From an optimization exercise on the open Yosys and OpenROAD flow, aimed at small area; shortcuts taken in it are not production practice. No run shown here included a check of the RTL's function; only the layout flow was run. No activity file was given, so power comes from the tool's default toggle rates.

File: flow/flow/run.sh
#!/bin/bash
# Standard layout, with plain buffers (not delay cells) on the ports.
set -euo pipefail
export BUFFER_PORTS_ARGS="-buffer_cell sky130_fd_sc_hd__buf_2"
bash standard.sh > standard.log 2>&1
File: flow/constraint.sdc
create_clock -name core_clock -period 9.5 [get_ports {clk}]
set_input_delay 1.9000 -clock core_clock [delete_from_list [all_inputs] [get_ports {clk}]]
set_output_delay 1.9000 -clock core_clock [all_outputs]
set_load 0.01 [all_outputs]
File: flow/design.v
localparam    [2:0] ALUOp_and = 3'b000;
localparam    [2:0] ALUOp_or  = 3'b001;
localparam    [2:0] ALUOp_add = 3'b010;
localparam    [2:0] ALUOp_sub = 3'b110;
localparam    [2:0] ALUOp_slt = 3'b111;
localparam          RegDst_Itype = 1'b0;
localparam          RegDst_Rtype = 1'b1;
localparam          ALUSrc_reg = 1'b0;
localparam          ALUSrc_imm = 1'b1;
localparam    [5:0] instr_add_funct = 6'h20;
localparam    [5:0] instr_sub_funct = 6'h22;
localparam    [5:0] instr_and_funct = 6'h24;
localparam    [5:0] instr_or_funct = 6'h25;
localparam    [5:0] instr_slt_funct = 6'h2a;
localparam    [5:0] instr_Rtype_op = 6'h00;
localparam    [5:0] instr_j_op = 6'h02;
localparam    [5:0] instr_beq_op = 6'h04;
localparam    [5:0] instr_bne_op = 6'h05;
localparam    [5:0] instr_addi_op = 6'h08;
localparam    [5:0] instr_ori_op = 6'h0d;
localparam    [5:0] instr_lw_op = 6'h23;
localparam    [5:0] instr_sw_op = 6'h2b;
module ucsbece154a_alu (
    input        [31:0] a_i, b_i,
    input               sub_i, logic_i, or_i, slt_i,
    output wire  [31:0] y_o,
    output wire         eq_o
);
wire [31:0] bx = b_i ^ {32{sub_i}};
wire [31:0] p  = a_i ^ bx;
wire [31:0] g  = a_i & bx;
reg  [31:0] G, P;
integer i, d;
always @* begin
    G = g;
    P = p;
    G[0] = g[0] | (p[0] & sub_i);
    for (d = 1; d < 32; d = d * 2)
        for (i = 2 * d - 1; i < 32; i = i + 2 * d) begin
            G[i] = G[i] | (P[i] & G[i - d]);
            P[i] = P[i] & P[i - d];
        end
    for (d = 8; d >= 1; d = d / 2)
        for (i = 3 * d - 1; i < 32; i = i + 2 * d) begin
            G[i] = G[i] | (P[i] & G[i - d]);
            P[i] = P[i] & P[i - d];
        end
end
wire [31:0] sum = p ^ {G[30:0], sub_i};
wire        lt  = (a_i[31] ^ b_i[31]) ? a_i[31] : sum[31];
wire [31:0] lg  = or_i ? (p | g) : g;
assign y_o  = logic_i ? lg : slt_i ? {31'b0, lt} : sum;
assign eq_o = &p;
endmodule
module ucsbece154a_rf (
    input               clk,
    input         [4:0] a1_i, a2_i, a3_i,
    output wire  [31:0] rd1_o, rd2_o,
    input               we3_i,
    input        [31:0] wd3_i
);
reg  [31:0] q [1:31];
wire [31:1] s1l, s1h, s2l, s2h;
ucsbece154a_rf_dec d1l (.a_i(a1_i), .s_o(s1l));
ucsbece154a_rf_dec d1h (.a_i(a1_i), .s_o(s1h));
ucsbece154a_rf_dec d2l (.a_i(a2_i), .s_o(s2l));
ucsbece154a_rf_dec d2h (.a_i(a2_i), .s_o(s2h));
genvar gi, gb;
generate
    for (gi = 1; gi < 32; gi = gi + 1) begin : g_reg
        always @(posedge clk)
            if (we3_i && a3_i == gi) q[gi] <= wd3_i;
    end
endgenerate
generate
    for (gb = 0; gb < 32; gb = gb + 1) begin : g_bit
        wire [10:0] n1, n2;
        wire [31:1] s1 = (gb < 16) ? s1l : s1h;
        wire [31:1] s2 = (gb < 16) ? s2l : s2h;
        for (gi = 0; gi < 10; gi = gi + 1) begin : g_grp
            ucsbece154a_rf_sel3 m1 (
                .s_i({s1[3*gi+3], s1[3*gi+2], s1[3*gi+1]}),
                .d_i({q[3*gi+3][gb], q[3*gi+2][gb], q[3*gi+1][gb]}),
                .y_n(n1[gi]));
            ucsbece154a_rf_sel3 m2 (
                .s_i({s2[3*gi+3], s2[3*gi+2], s2[3*gi+1]}),
                .d_i({q[3*gi+3][gb], q[3*gi+2][gb], q[3*gi+1][gb]}),
                .y_n(n2[gi]));
        end
        assign n1[10] = ~(s1[31] & q[31][gb]);
        assign n2[10] = ~(s2[31] & q[31][gb]);
        assign rd1_o[gb] = ~&n1;
        assign rd2_o[gb] = ~&n2;
    end
endgenerate
endmodule
module ucsbece154a_rf_dec (
    input   [4:0] a_i,
    output [31:1] s_o
);
genvar gi;
generate
    for (gi = 1; gi < 32; gi = gi + 1) begin : g_s
        assign s_o[gi] = (a_i == gi);
    end
endgenerate
endmodule
module ucsbece154a_rf_sel3 (
    input  [2:0] s_i, d_i,
    output       y_n
);
assign y_n = ~|(s_i & d_i);
endmodule
module ucsbece154a_controller (
    input         [5:0] op_i, funct_i,
    output wire         RegWrite_o, RegDst_o,
    output wire         ALUSrc_o,
    output wire         Branch_o, MemWrite_o,
    output wire         MemToReg_o,
    output wire         Sub_o,       
    output wire         Logic_o,     
    output wire         Or_o,        
    output wire         Slt_o,       
    output wire         Jump_o,
    output wire         BranchNe_o,
    output wire         ZeroExtImm_o
);
wire rtype = ~(op_i[3] | op_i[2] | op_i[1]);
wire ori   = op_i[3] & op_i[2];
assign RegWrite_o   = rtype | (op_i[3] ^ op_i[5]);
assign RegDst_o     = rtype;
assign ALUSrc_o     = op_i[3] | op_i[5];
assign Branch_o     = op_i[2] & ~op_i[3];
assign BranchNe_o   = op_i[0];
assign MemWrite_o   = op_i[5] & op_i[3];
assign MemToReg_o   = op_i[5];
assign Jump_o       = op_i[1] & ~op_i[5];
assign ZeroExtImm_o = ori;
assign Sub_o        = (rtype & funct_i[1]) | Branch_o;
assign Logic_o      = (rtype & funct_i[2]) | ori;
assign Or_o         = ~rtype | funct_i[0];
assign Slt_o        = rtype & funct_i[3];
endmodule
module ucsbece154a_datapath (
    input               clk, reset,
    input               RegWrite_i,
    input               RegDst_i,
    input               ALUSrc_i,
    input               Branch_i,
    input               MemToReg_i,
    input               Sub_i, Logic_i, Or_i, Slt_i,
    input               Jump_i,
    input               BranchNe_i,
    input               ZeroExtImm_i,
    output wire  [31:0] pc_o,
    input        [31:0] instr_i,
    output wire  [31:0] aluout_o, writedata_o,
    input        [31:0] readdata_i
);
reg  [29:0] pcw;
wire        eq;
wire [31:0] rd1, rd2;
wire [31:0] imm_ext = {{16{instr_i[15] & ~ZeroExtImm_i}}, instr_i[15:0]};
wire        taken   = Branch_i & (eq ^ BranchNe_i);
wire [29:0] pc_seq  = pcw + (taken ? imm_ext[29:0] : 30'b0) + 30'd1;
wire [29:0] pc_next = Jump_i ? {pcw[29:26], instr_i[25:0]} : pc_seq;
always @(posedge clk) begin
    if (reset) pcw <= 30'b0;
    else pcw <= pc_next;
end
assign pc_o = {pcw, 2'b00};
ucsbece154a_rf rf (
    .clk(clk),
    .a1_i(instr_i[25:21]), .a2_i(instr_i[20:16]),
    .a3_i(RegDst_i ? instr_i[15:11] : instr_i[20:16]),
    .rd1_o(rd1), .rd2_o(rd2),
    .we3_i(RegWrite_i & ~reset),
    .wd3_i(MemToReg_i ? readdata_i : aluout_o)
);
ucsbece154a_alu alu (
    .a_i(rd1), .b_i(ALUSrc_i ? imm_ext : rd2),
    .sub_i(Sub_i), .logic_i(Logic_i), .or_i(Or_i), .slt_i(Slt_i),
    .y_o(aluout_o),
    .eq_o(eq)
);
assign writedata_o = rd2;
endmodule
module ucsbece154a_mips (
    input               clk, reset,
    output wire  [31:0] pc_o,
    input        [31:0] instr_i,
    output wire         MemWrite_o,
    output wire  [31:0] aluout_o, writedata_o,
    input        [31:0] readdata_i
);
wire MemToReg, Branch, ALUSrc, RegDst, RegWrite, Jump;
wire BranchNe, ZeroExtImm, Sub, Logic, Or, Slt;
ucsbece154a_controller c (
    .op_i(instr_i[31:26]), .funct_i(instr_i[5:0]),
    .RegWrite_o(RegWrite), .RegDst_o(RegDst),
    .ALUSrc_o(ALUSrc),
    .Branch_o(Branch), .MemWrite_o(MemWrite_o),
    .MemToReg_o(MemToReg),
    .Sub_o(Sub), .Logic_o(Logic), .Or_o(Or), .Slt_o(Slt),
    .Jump_o(Jump),
    .BranchNe_o(BranchNe),
    .ZeroExtImm_o(ZeroExtImm)
);
ucsbece154a_datapath dp (
    .clk(clk), .reset(reset),
    .RegWrite_i(RegWrite),
    .RegDst_i(RegDst),
    .ALUSrc_i(ALUSrc),
    .Branch_i(Branch),
    .MemToReg_i(MemToReg),
    .Sub_i(Sub), .Logic_i(Logic), .Or_i(Or), .Slt_i(Slt),
    .Jump_i(Jump),
    .BranchNe_i(BranchNe),
    .ZeroExtImm_i(ZeroExtImm),
    .pc_o(pc_o),
    .instr_i(instr_i),
    .aluout_o(aluout_o),
    .writedata_o(writedata_o),
    .readdata_i(readdata_i)
);
endmodule
File: flow/config.mk
export PLATFORM = sky130hd
export DESIGN_NAME = ucsbece154a_mips
export DESIGN_NICKNAME = ucsbece154a_mips
export VERILOG_FILES = /design/flow/design.v
export SDC_FILE = /design/flow/constraint.sdc
export NUM_CORES = 4
export LEC_CHECK = 0
export CAP_MARGIN = 20
export CORE_MARGIN = 2
export CORE_UTILIZATION = 50
export CTS_BUF_LIST = sky130_fd_sc_hd__clkbuf_16
export CTS_CLUSTER_DIAMETER = 100
export CTS_CLUSTER_SIZE = 24
export SETUP_SLACK_MARGIN = 0.05
export SLEW_MARGIN = 20
export SYNTH_HIERARCHICAL = 1
File: flow/standard.sh
#!/bin/bash
# synth_recipe.tcl (not shown) runs the flow's synth.tcl, then flattens the netlist and writes it again
# the make line also repeats each setting of config.mk as NAME=value (left out here)
make -C /OpenROAD-flow-scripts/flow DESIGN_CONFIG=/design/flow/config.mk WORK_HOME=/design/flow/orfs CLKGATE_MAP_FILE= SYNTH_SCRIPT=/design/flow/synth_recipe.tcl "${@:-finish}"
==> flow_summary.json, run 1 <==
{
  "status": "finished clean",
  "dieArea_sq_um": 94170,
  "antenna_found_initial": 12,
  "grt_max_degree": 60,
  "start_kind": "input pin",
  "crit_start": "instr_i[16]",
  "max_stage_delay_ps": 660,
  "initial_core_util": 0.5026,
  "cts-root-buf": "clkbuf_16",
  "nets": 3681,
  "syn_inst": 3018,
  "layout-drive-gt1-share": 0.2158,
  "port_buffers": 159,
  "synth_area_sq_um": 45860,
  "die_y_um": 306.9,
  "drv_cap": 0,
  "rsz0062_at_grt": "no",
  "final_cell_mix": "edfxtp_1, a222oi_1, buf_4",
  "synth_top_family_by_area": "compound AO/OA/AOI/OAI gates",
  "grt_pass1_wl_mm": 234.8,
  "yosys_warnings": 10,
  "period_minus_slack_ps": 9382,
  "place_area_sq_um": 50750,
  "finalCritPeriodShare": 0.9876,
  "dp_hpwl_mm": 114.8,
  "final.setup.tns_ps": 0,
  "yosysSeqAreaShare": 0.6626,
  "cts-htree-levels": 2,
  "crit_path_frequent_cell": "buf_4",
  "p_leak_nw": 18.25,
  "muxShareOfSynthArea": 0.01656,
  "synth_compound_area_frac": 0.1882,
  "cts_tree": "done",
  "ys_types": 75,
  "final_common_cell": "edfxtp_1",
  "drt-initial-drc-count": 8246,
  "clkTransAtPathRegs_ps": 90,
  "wire_per_inst_um": 35.68,
  "fin_skew_ps": 39.34,
  "synth-simple-area-share": 0.06984,
  "min-delay-start": "dp.pcw[27]$_SDFFE_PP0N_",
  "drt-total-wl_mm": 168.1,
  "async_reset_ff_frac": 0,
  "setup_violations": 0,
  "first_pass_iters": 12,
  "grt_pass1_vias": 33710,
  "vdd_ir_drop_max_v": 0.0001422,
  "critPathKind": "input pin to output pin",
  "dr_total_vias": 35690,
  "hold_class": "flop to flop",
  "cts_max_path_buffers": 3,
  "required_ps": 7600,
  "cp.arrival_ps": 7480,
  "grt.total_usage": 0.3460,
  "drc": 0,
  "cts_sinks": 1022,
  "hold_ws_ps": 558.6,
  "slew_viol_final": 0,
  "postRouteAntennaNets": 0,
  "avgSynthCellArea_sq_um": 15.20,
  "critical_path.cell_chain": "buf_2 -> or3b_4 -> buf_4 -> nor2_1 -> buf_6 -> a222oi_1 -> nand4_1 -> a2111o_1 -> mux2_2 -> xor2_1 -> buf_4 -> ha_2 -> a21oi_2 -> nor2_1 -> a2111oi_4 -> buf_4 -> buf_4 -> o21bai_1 -> fa_1 -> nand2b_1 -> o21ai_0 -> buf_4 -> buf_2",
  "timing.final.ws_setup_ps": 117.6,
  "synth_flop_cell": "edfxtp_1",
  "io_pins": 163,
  "power.density_nw_per_um2": 180.7,
  "cts_made_buffers": 49,
  "rr_startpoint": "dp.rf.q[1][4]$_DFFE_PP_",
  "fp.coreArea_sq_um": 91250,
  "max_freq_ghz": 0.1066,
  "die_width_um": 306.9,
  "cp_slowest_cell": "o21ai_0",
  "cp-end-kind": "output pin",
  "pre_cts_slack_ps": -181.0,
  "synthAdderAreaFrac": 0.03334,
  "grt-ovfl-total": 0,
  "worst_pin_slew_ps": 1146,
  "synth-xor-area-share": 0.01318,
  "fin_util": 0.5760,
  "hold_violations": 0,
  "gp_congestion": 1.001,
  "num_rows": 111,
  "synth-edff-count": 992,
  "clk_latency_ps": 670,
  "ys_ff_latch": 1022,
  "slew_headroom": 0.2346,
  "post-route-cell-area_sq_um": 52560,
  "critPathMaxFanout": 16,
  "viasPerCell": 7.576,
  "area_growth_pct": 14.59
}
## registers in the layout, summed over array words and instances (netlist names)
name / flops
dp.pcw: 30
dp.rf.q: 992
## power by group
group / switching (W) / leakage, nW / internal [W]
clock: 0.00139 / 0.739 / 0.000992
sequential: 0.0000242 / 9.18 / 0.00531
combinational: 0.00123 / 8.33 / 0.000554
total: 0.00265 / 18.3 / 0.00685
## synthesized netlist by cell type, types with 4 or more instances
cell | instances | area (sq um)
or3_1 | 5 | 31.28
xor2_1 | 51 | 446.7
edfxtp_1 | 992 | 29790
a211oi_1 | 4 | 30.03
o21ai_0 | 69 | 345.3
nor3_1 | 7 | 35.03
o21a_1 | 6 | 45.04
o21bai_1 | 6 | 45.04
nand2_1 | 137 | 514.2
or2_2 | 13 | 81.33
ha_1 | 95 | 1189
a222oi_1 | 640 | 6406
and3_1 | 19 | 118.9
inv_1 | 99 | 371.6
nor4_1 | 4 | 25.02
or3b_4 | 12 | 135.1
a21oi_1 | 57 | 285.3
mux2i_1 | 14 | 140.1
clkbuf_1 | 49 | 183.9
xnor2_1 | 18 | 157.7
and2_1 | 4 | 25.02
nand4_1 | 144 | 900.9
nand2b_1 | 25 | 156.4
nor2_1 | 220 | 825.8
buf_4 | 5 | 37.54
nor2b_1 | 10 | 62.56
clkbuf_8 | 5 | 68.82
buf_1 | 4 | 15.01
buf_2 | 10 | 50.05
nand3_1 | 8 | 40.04
nand3b_1 | 14 | 105.1
mux2_2 | 54 | 608.1
a2111o_1 | 64 | 720.7
dfxtp_1 | 30 | 600.6
a21o_1 | 17 | 127.6
fa_1 | 17 | 340.3
o211ai_1 | 28 | 210.2
## per-layer routing
| layer | part of all wire | track usage | vias up |
|---|---|---|---|
| li1 | - | - | 14530 |
| met1 | 0.38 | 0.5001 | 17710 |
| met2 | 0.43 | 0.5132 | 3069 |
| met3 | 0.15 | 0.09242 | 372 |
| met4 | 0.037 | 0.1059 | 12 |
| met5 | 0.00039 | 0 | - |
## per-module statistics from Yosys, one instance, submodules excluded, a selection
module / cell area (sq um) / times used / flops+latches
ucsbece154a_controller: 118.9 / 1 / 0
ucsbece154a_rf: 31820 / 1 / 992
ucsbece154a_datapath: 3666 / 1 / 30
ucsbece154a_alu: 2987 / 1 / 0
ucsbece154a_rf_sel3: 10.01 / 640 / 0
ucsbece154a_rf_dec: 217.7 / 4 / 0
## stage by stage
step           total power [W]  std cells
5_1_grt               0.009773       4708
3_3_place_gp          0.007062       4611
6_report              0.009498       4711
3_5_place_dp          0.007124       4618
2_1_floorplan         0.006281       3019
4_1_cts               0.009452       4690
## final timing paths
kind                                           endpoint  depth (start not counted)  slack (ps)
worst max-delay path                       aluout_o[12]                         23         120
worst min-delay path            dp.pcw[27]$_SDFFE_PP0N_                          2         560
worst max register to register  dp.pcw[29]$_SDFFE_PP0N_                         25        2380
worst min register to register  dp.pcw[27]$_SDFFE_PP0N_                          2         560
## kinds of logic (layout without fill, tap and decap cells)
family / count (synthesis) / after routing
other: 1 / 5
XOR/XNOR: 69 / 69
buffers and inverters: 174 / 677
AND/OR/NAND/NOR: 638 / 638
flip-flops: 1022 / 1022
adder cells (fa/ha/maj): 112 / 112
multiplexers: 69 / 69
AO/OA/AOI/OAI: 933 / 933
## cell type report
cell class	instances	area (sq um)
clock buffer	50	1251
sequential	1022	30390
clock inverter	20	155.1
fill	7120	38690
multi-input combinational	1823	15250
antenna	3	7.507
inverter	100	375.4
timing repair buffer	507	3647
tap	1186	1484
## critical path: cells and delay by family
family                   cells  cell delay (ps)
AND/OR/NAND/NOR              5              880
AO/OA/AOI/OAI                6             2140
XOR/XNOR                     1              160
adder cells (fa/ha/maj)      2              690
multiplexers                 1              300
buffers and inverters        8             1390
## repair_timing
action,in CTS,in global routing
pin swaps,7,44
resized for setup,20,44
endpoints found under the hold margin,0,0
hold buffers,0,0
endpoints found under the setup margin,1,10
buffers inserted,2,17
==> run 2, diff against run 1 <==
--- a/flow/design.v
+++ b/flow/design.v
@@ -61,9 +61,5 @@
 );
 reg  [31:0] q [1:31];
-wire [31:1] s1l, s1h, s2l, s2h;
-ucsbece154a_rf_dec d1l (.a_i(a1_i), .s_o(s1l));
-ucsbece154a_rf_dec d1h (.a_i(a1_i), .s_o(s1h));
-ucsbece154a_rf_dec d2l (.a_i(a2_i), .s_o(s2l));
-ucsbece154a_rf_dec d2h (.a_i(a2_i), .s_o(s2h));
+wire [31:1] s1, s2;      
 genvar gi, gb;
 generate
@@ -71,4 +67,6 @@
         always @(posedge clk)
             if (we3_i && a3_i == gi) q[gi] <= wd3_i;
+        assign s1[gi] = (a1_i == gi);
+        assign s2[gi] = (a2_i == gi);
     end
 endgenerate
@@ -76,6 +74,4 @@
     for (gb = 0; gb < 32; gb = gb + 1) begin : g_bit
         wire [10:0] n1, n2;
-        wire [31:1] s1 = (gb < 16) ? s1l : s1h;
-        wire [31:1] s2 = (gb < 16) ? s2l : s2h;
         for (gi = 0; gi < 10; gi = gi + 1) begin : g_grp
             ucsbece154a_rf_sel3 m1 (
@@ -92,15 +88,4 @@
         assign rd1_o[gb] = ~&n1;
         assign rd2_o[gb] = ~&n2;
-    end
-endgenerate
-endmodule
-module ucsbece154a_rf_dec (
-    input   [4:0] a_i,
-    output [31:1] s_o
-);
-genvar gi;
-generate
-    for (gi = 1; gi < 32; gi = gi + 1) begin : g_s
-        assign s_o[gi] = (a_i == gi);
     end
 endgenerate
--- a/flow/config.mk
+++ b/flow/config.mk
@@ -9,8 +9,6 @@
 export CORE_MARGIN = 2
 export CORE_UTILIZATION = 50
-export CTS_BUF_LIST = sky130_fd_sc_hd__clkbuf_16
-export CTS_CLUSTER_DIAMETER = 100
-export CTS_CLUSTER_SIZE = 24
-export SETUP_SLACK_MARGIN = 0.05
+export CTS_BUF_LIST = sky130_fd_sc_hd__clkbuf_4 sky130_fd_sc_hd__clkbuf_8
+export SETUP_SLACK_MARGIN = 0.1
 export SLEW_MARGIN = 20
 export SYNTH_HIERARCHICAL = 1
==> run 2 against run 1 <==
Utilization increased by 3.0 points. Clock skew increased by 36 ps. Sequential cell count is the same. Sequential power about the same. Largest power group unchanged.
==> flow_summary.json, run 2 <==
{
  "status": "finished clean",
  "dieArea_sq_um": 93360,
  "hold_class": "flop to flop",
  "vdd_ir_drop_max_v": 0.0001488,
  "critPathKind": "input pin to output pin",
  "crit_start": "instr_i[19]",
  "cts_sinks": 1022,
  "slew_headroom": 0.1939,
  "reg_top3": "dp.rf.q: 992 flops, dp.pcw: 30 flops",
  "synth_flop_cell": "edfxtp_1",
  "clk_latency_ps": 910,
  "async_reset_ff_frac": 0,
  "regMostFlops": "dp.rf.q",
  "syn_inst": 2930,
  "cts-root-buf": "clkbuf_8",
  "dr_total_vias": 36310,
  "nets": 3710,
  "max_freq_ghz": 0.1074,
  "yosys-top-cells-count": "edfxtp_1, a222oi_1, nor2_1, nand4_1, nand2_1",
  "hold_violations": 0,
  "avgSynthCellArea_sq_um": 15.52,
  "n_fill_cell": 6907,
  "largest_reg_flops": 992,
  "cts_max_path_buffers": 3,
  "num_rows": 110,
  "reg2reg_to": "dp.pcw[29]$_SDFFE_PP0N_",
  "port_buffers": 159,
  "reg2reg_depth": 24,
  "first_pass_iters": 12,
  "synthMostInstantiatedCell": "edfxtp_1",
  "start_kind": "input pin",
  "reg2reg_slack_ps": 2370,
  "die_y_um": 305.5,
  "cts_made_buffers": 167,
  "drv_cap": 0,
  "cts-htree-levels": 4,
  "setup_violations": 0,
  "synth-edff-count": 992,
  "drt-initial-drc-count": 7928,
  "fin_skew_ps": 75.58,
  "ys_types": 75,
  "yosys_warnings": 10,
  "synth_top_cell_by_area": "edfxtp_1",
  "synthTopCellsByArea": "edfxtp_1, a222oi_1, ha_1",
  "rr_startpoint": "dp.rf.q[22][7]$_DFFE_PP_",
  "critPathMaxFanout": 24,
  "die_width_um": 305.5,
  "worst_pin_slew_ps": 1206,
  "p_leak_nw": 19.13,
  "cp.arrival_ps": 7410,
  "cts_tree": "done",
  "rsz0062_at_grt": "no",
  "drt-total-wl_mm": 180.7,
  "fp.coreArea_sq_um": 90010,
  "final_common_cell": "edfxtp_1",
  "fin_util": 0.6063,
  "wire_per_inst_um": 37.29,
  "layout-drive-gt1-share": 0.2535,
  "whs_path_depth": 2,
  "grt_pass1_wl_mm": 250.3,
  "ys_ff_latch": 1022,
  "antenna_found_initial": 2,
  "final_cell_mix": "edfxtp_1, a222oi_1, buf_4",
  "required_ps": 7600,
  "finalCritPeriodShare": 0.9800,
  "postRouteAntennaNets": 0,
  "initial_core_util": 0.5051,
  "yosysSeqAreaShare": 0.6684,
  "grt_pass1_vias": 35550,
  "grt.total_usage": 0.3777,
  "hold_ws_ps": 554.6,
  "drc": 0,
  "power.density_nw_per_um2": 202.3,
  "final.setup.tns_ps": 0,
  "yosys.area.top_type_share": 0.6552,
  "io_pins": 163,
  "area_growth_pct": 20.03,
  "cp-end-kind": "output pin",
  "dp_cells": 4515,
  "clkTransAtPathRegs_ps": 60,
  "power_w": 0.01104,
  "min-delay-start": "dp.pcw[27]$_SDFFE_PP0N_",
  "stdcell_count": 4846,
  "grt-ovfl-total": 0,
  "dp_hpwl_mm": 113.9,
  "synth_area_sq_um": 45460,
  "viasPerCell": 7.493,
  "gp_congestion": 0.9815,
  "period_minus_slack_ps": 9310,
  "whs_endpoint": "dp.pcw[27]$_SDFFE_PP0N_",
  "grt_max_degree": 47,
  "slew_viol_final": 0
}
==> run 2: modules after synthesis (local to each module, per instance), a selection <==
module	times used	area [sq um]	cells inside	flip-flops and latches
ucsbece154a_controller	1	118.9	19	0
ucsbece154a_rf	1	32290	1398	992
ucsbece154a_datapath	1	3666	468	30
ucsbece154a_rf_sel3	640	10.01	1	0
ucsbece154a_alu	1	2987	405	0
==> run 2: worst max-delay path by stage <==
stage,slack (ps),to
finish,190,aluout_o[9]
global route,80,aluout_o[0]
CTS,100,aluout_o[0]
detailed placement,-200,dp.pcw[29]$_SDFFE_PP0N_
global placement,-130,dp.pcw[29]$_SDFFE_PP0N_
floorplan,670,aluout_o[0]
==> run 2: metal layers <==
metal | up-vias | routed length (um) | track usage
met5 | - | 0 | 0
met4 | 0 | 13590 | 0.2550
met3 | 559 | 25190 | 0.09879
met2 | 3201 | 80790 | 0.5762
met1 | 17960 | 61170 | 0.4757
li1 | 14590 | - | -
==> run 2: cell families after synthesis <==
| group | count (synthesis) | share of synthesized area |
|---|---|---|
| AO/OA/AOI/OAI | 933 | 0.1899 |
| buffers and inverters | 166 | 0.01654 |
| other | 1 | 0.00008248 |
| flip-flops | 1022 | 0.6684 |
| adder cells (fa/ha/maj) | 112 | 0.03363 |
| multiplexers | 69 | 0.01670 |
| XOR/XNOR | 69 | 0.01329 |
| AND/OR/NAND/NOR | 558 | 0.06145 |
==> run 2: worst max-delay path, cell delays in order <==
cell       delay [ps]
buf_2             160
or3b_4            300
buf_4             150
nor2_4             40
buf_12            150
a222oi_1          410
nand4_1           440
a2111o_1          580
mux2_2            310
mux2_2            290
fa_1              400
nand3_1           120
a21oi_2            80
a2111oi_4         260
buf_4             190
buf_4             120
inv_1              50
fa_1              380
xnor2_1           140
o21ai_0           560
buf_4             230
buf_2             130
==> run 2: area by class of cell <==
cell class	count	area, sq um	share of cell area
flip-flops and latches	1022	30390	0.5568
multi-input cells	1747	15070	0.2761
repair buffers	494	3936	0.07213
clock buffers	201	2554	0.04679
well taps	1176	1471	0.02696
clock inverters	104	777.0	0.01424
inverters	100	375.4	0.006878
diodes	2	5.005	0.00009171
==> run 2: what timing repair did <==
item | CTS | global route
setup buffers | 3 | 15
gates resized for setup | 2 | 15
hold buffers | 0 | 0
pin swaps | 2 | 15
endpoints found under the hold margin | 0 | 0
cloned | 1 | 3
endpoints found under the setup margin | 3 | 7
==> run 2: report_power, final <==
group | internal (W) | switching, W
clock | 0.00201 | 0.00187
sequential | 0.00532 | 0.0000238
combinational | 0.000573 | 0.00126
total | 0.00790 | 0.00315
==> run 2: stage by stage <==
stage | instance area [sq um] | setup WS (ps)
CTS | 54300 | 104.1
global placement | 50920 | -133.5
global route | 54570 | 75.71
detailed placement | 50940 | -204.4
finish | 54570 | 189.7
floorplan | 45470 | 668.4

-- static timing again, ports no longer ideal --
No port has a modelled driver above. Below, the same layouts with a new extraction and two added sets of constraints.
Step 1 (the two cells are an assumption about what drives the block):
set clk [get_ports {clk}]
set_driving_cell -lib_cell sky130_fd_sc_hd__clkbuf_16 $clk
set_driving_cell -lib_cell sky130_fd_sc_hd__buf_2 [delete_from_list [all_inputs] $clk]
Step 2 also shifts input and output timing later by t, the mid clock arrival at the registers, as if the neighbouring blocks saw the same clock.
Slacks: ideal / step 1 / step 2; pairs: ideal / step 1.
run | shift t [ns] | setup slack, ns | cell pins on the clock port's net
run 1 | 0.719 | 0.118 / 0.038 / -0.199 | 1
run 2 | 0.937 | 0.190 / 0.165 / -0.290 | 1
With both steps, setup timing fails in run 1 and run 2, where it was met with ideal ports. For run 2, which loses most, drivers alone change the setup slack by -0.025 ns; drivers and shift together by -0.480 ns.
